This is an optimization exercise on Yosys and OpenROAD, whose aim is small area, not a production implementation.
Only simulation tests tie the RTL to the original design; equivalence was not proved.
Power is estimated from default activity; no workload was simulated.

==> inputs of juniper <==
==> flow/design.v (excerpt) <==
module CNNEngine(
  input         clock,
  input         reset,
  input  [15:0] io_inputA_0,
  input  [15:0] io_inputA_1,
  input  [15:0] io_inputA_2,
  input  [15:0] io_inputA_3,
  input  [15:0] io_inputA_4,
  input  [15:0] io_inputA_5,
  input  [15:0] io_inputA_6,
  input  [15:0] io_inputA_7,
  input  [15:0] io_inputA_8,
  input  [15:0] io_inputB_0,
  input  [15:0] io_inputB_1,
  input  [15:0] io_inputB_2,
  input  [15:0] io_inputB_3,
  input  [15:0] io_inputB_4,
  input  [15:0] io_inputB_5,
  input  [15:0] io_inputB_6,
  input  [15:0] io_inputB_7,
  input  [15:0] io_inputB_8,
  input  [2:0]  io_DemuxSel0,
  input  [2:0]  io_DemuxSel,
  input         io_DemuxEn0_0,
  input         io_DemuxEn0_1,
  input         io_DemuxEn0_2,
  input         io_DemuxEn0_3,
  input         io_DemuxEn0_4,
  input         io_DemuxEn0_5,
  input         io_DemuxEn0_6,
  input         io_DemuxEn0_7,
  input         io_DemuxEn_0,
  input         io_DemuxEn_1,
  input         io_DemuxEn_2,
  input         io_DemuxEn_3,
  input         io_DemuxEn_4,
  input         io_DemuxEn_5,
  input         io_DemuxEn_6,
  input         io_DemuxEn_7,
  input         io_DemuxEn_8,
  input         io_DemuxEn_9,
  input         io_DemuxEn_10,
  input         io_DemuxEn_11,
  input         io_DemuxEn_12,
  input         io_DemuxEn_13,
  input         io_DemuxEn_14,
  input         io_DemuxEn_15,
  input         io_DemuxEn_16,
  input         io_DemuxEn_17,
  input         io_DemuxEn_18,
  input         io_DemuxEn_19,
  input         io_DemuxEn_20,
  input         io_DemuxEn_21,
  input         io_DemuxEn_22,
  input         io_DemuxEn_23,
  input         io_DemuxEn_24,
  input         io_DemuxEn_25,
  input         io_DemuxEn_26,
  input         io_DemuxEn_27,
  input         io_DemuxEn_28,
  input         io_DemuxEn_29,
  input         io_DemuxEn_30,
  input         io_DemuxEn_31,
  input         io_DemuxEn_32,
  input         io_DemuxEn_33,
  input         io_DemuxEn_34,
  input         io_DemuxEn_35,
  input         io_DemuxEn_36,
  input         io_DemuxEn_37,
  input         io_DemuxEn_38,
  input         io_DemuxEn_39,
  input         io_DemuxEn_40,
  input         io_DemuxEn_41,
  input         io_DemuxEn_42,
  input         io_DemuxEn_43,
  input         io_DemuxEn_44,
  input         io_DemuxEn_45,
  input         io_DemuxEn_46,
  input         io_DemuxEn_47,
  input         io_DemuxEn_48,
  input         io_DemuxEn_49,
  input         io_DemuxEn_50,
  input         io_DemuxEn_51,
  input         io_DemuxEn_52,
  input         io_DemuxEn_53,
  input         io_DemuxEn_54,
  input         io_DemuxEn_55,
  input         io_DemuxEn_56,
  input         io_DemuxEn_57,
  input         io_DemuxEn_58,
  input         io_DemuxEn_59,
  input         io_DemuxEn_60,
  input         io_DemuxEn_61,
  input         io_DemuxEn_62,
  input         io_DemuxEn_63,
  input  [1:0]  io_FCMuxSel,
  input         io_FCDemuxEn_0,
  input         io_FCDemuxEn_1,
  input         io_FCDemuxEn_2,
  input         io_FCDemuxEn_3,
  output [3:0]  io_Digit,
  output [15:0] io_Scores_0,
  output [15:0] io_Scores_1,
  output [15:0] io_Scores_2,
  output [15:0] io_Scores_3,
  output [15:0] io_Scores_4,
  output [15:0] io_Scores_5,
  output [15:0] io_Scores_6,
  output [15:0] io_Scores_7,
  output [15:0] io_Scores_8,
  output [15:0] io_Scores_9,
  output [15:0] io_ConvOut
);
==> flow/config.mk <==
export PLATFORM = sky130hd
export DESIGN_NAME = CNNEngine
export DESIGN_NICKNAME = CNNEngine
export VERILOG_FILES = /design/flow/design.v
export SDC_FILE = /design/flow/constraint.sdc
export NUM_CORES = 8
export LEC_CHECK = 0
export CAP_MARGIN = 35
export CORE_MARGIN = 2
export CORE_UTILIZATION = 40
export CTS_BUF_LIST = sky130_fd_sc_hd__clkbuf_4
export SLEW_MARGIN = 30
==> flow/constraint.sdc <==
create_clock -name core_clock -period 18.0 [get_ports {clock}]
set_input_delay 3.6000 -clock core_clock [delete_from_list [all_inputs] [get_ports {clock}]]
set_output_delay 3.6000 -clock core_clock [all_outputs]
set_load 0.01 [all_outputs]
standard.sh (not shown) runs the stock make flow with config.mk's settings and CLKGATE_MAP_FILE= SYNTH_SCRIPT=/design/flow/synth_recipe.tcl, a recipe that flattens the netlist after the stock synthesis.
==> flow/flow/run.sh <==
#!/bin/bash
set -euo pipefail
WORK=$(pwd)
rm -rf "$WORK/scripts_abc"
cp -r "$FLOW_HOME/scripts" "$WORK/scripts_abc"
cp "$WORK/flow/abc.script" "$WORK/scripts_abc/abc_speed.script"
export SCRIPTS_DIR="$WORK/scripts_abc"
export ADDER_MAP_FILE=""
export BUFFER_PORTS_ARGS="-buffer_cell sky130_fd_sc_hd__buf_1"
bash "$WORK/standard.sh" > "$WORK/standard_flow.log" 2>&1
==> flow/flow/abc.script <==
strash
&get -n
&fraig -x
&put
balance -l
resub -K 6 -l
rewrite -l
resub -K 6 -N 2 -l
refactor -l
resub -K 8 -l
balance -l
resub -K 8 -N 2 -l
rewrite -l
resub -K 10 -l
rewrite -z -l
resub -K 10 -N 2 -l
balance -l
resub -K 12 -l
refactor -z -l
resub -K 12 -N 2 -l
rewrite -z -l
balance -l
dc2
dch -f
amap -m -F 3 -A 8
strash
balance -l
resub -K 6 -l
rewrite -l
resub -K 6 -N 2 -l
refactor -l
resub -K 8 -l
balance -l
resub -K 8 -N 2 -l
rewrite -l
resub -K 10 -l
rewrite -z -l
resub -K 10 -N 2 -l
balance -l
resub -K 12 -l
refactor -z -l
resub -K 12 -N 2 -l
rewrite -z -l
balance -l
dc2
dch -f
amap -m -F 3 -A 8
strash
dc2
dch -f
amap -m -F 3 -A 8
==> onyx (differences from juniper) <==
==> flow/flow/abc.script (replaced) <==
strash
&get -n
&fraig -x
&put
balance
rewrite
refactor
balance
rewrite
rewrite -z
balance
refactor -z
rewrite -z
balance
dc2
dch -f
amap -m -F 3 -A 8
strash
balance
rewrite
refactor
balance
rewrite
rewrite -z
balance
refactor -z
rewrite -z
balance
dc2
dch -f
amap -m -F 3 -A 8
strash
dc2
dch -f
amap -m -F 3 -A 8
- CAP_MARGIN: 35 -> 20
- SLEW_MARGIN: 30 -> 20
==> summary.txt <==
- In juniper the clock skew is higher than in onyx, by 130 ps.
- Against onyx, the non-clock buffer count of juniper is higher by 19.
- Routed wire length: onyx is smaller than juniper (about 2.4%).
- Against onyx, the maximum frequency of juniper is higher by 1.8%.
- In sequential power, juniper and onyx hardly differ.
- Die area: juniper is lower than onyx (0.84%).
- Between onyx and juniper, the lower sequential share of layout area is in onyx (gap 0.14 points).
- Between juniper and onyx, the lower area after synthesis is in juniper (gap about 0.8%, measured against onyx).
- Register-to-register slack: onyx is worse than juniper (240 ps).
- Clock power is about the same in onyx and juniper.

==> what the ideal ports hide <==
Ports are ideal in the flow. The routed layouts listed here were re-timed in OpenROAD. Step 1: set_driving_cell puts a clkbuf_16 on clock and a buf_2 on each other input, an assumption about the parent block. Step 2 adds t to the input delays and takes it off the output delays; t is the mean of the earliest and latest rising clock arrival at the registers after step 1. Input paths then give back, and output paths get back, about the clock's delay inside the block. a / b / c = no drivers / after step 1 / after step 2; a / b = the first two.
| run | t (ns) | setup WS [ns] | worst hold slack (ns) | worst register clock-pin slew, ns |
|---|---|---|---|---|
| juniper | 1.924 | 4.546 / 4.546 / 4.546 | 0.289 / 0.289 / 0.289 | 0.09 / 0.09 |
| onyx | 2.012 | 4.301 / 4.301 / 4.029 | 0.282 / 0.282 / 0.282 | 0.09 / 0.09 |
After both steps setup and hold are still met in every run listed. The setup slack of onyx, which loses most, moves by 0.000 ns with the drivers and by -0.272 ns with both steps.
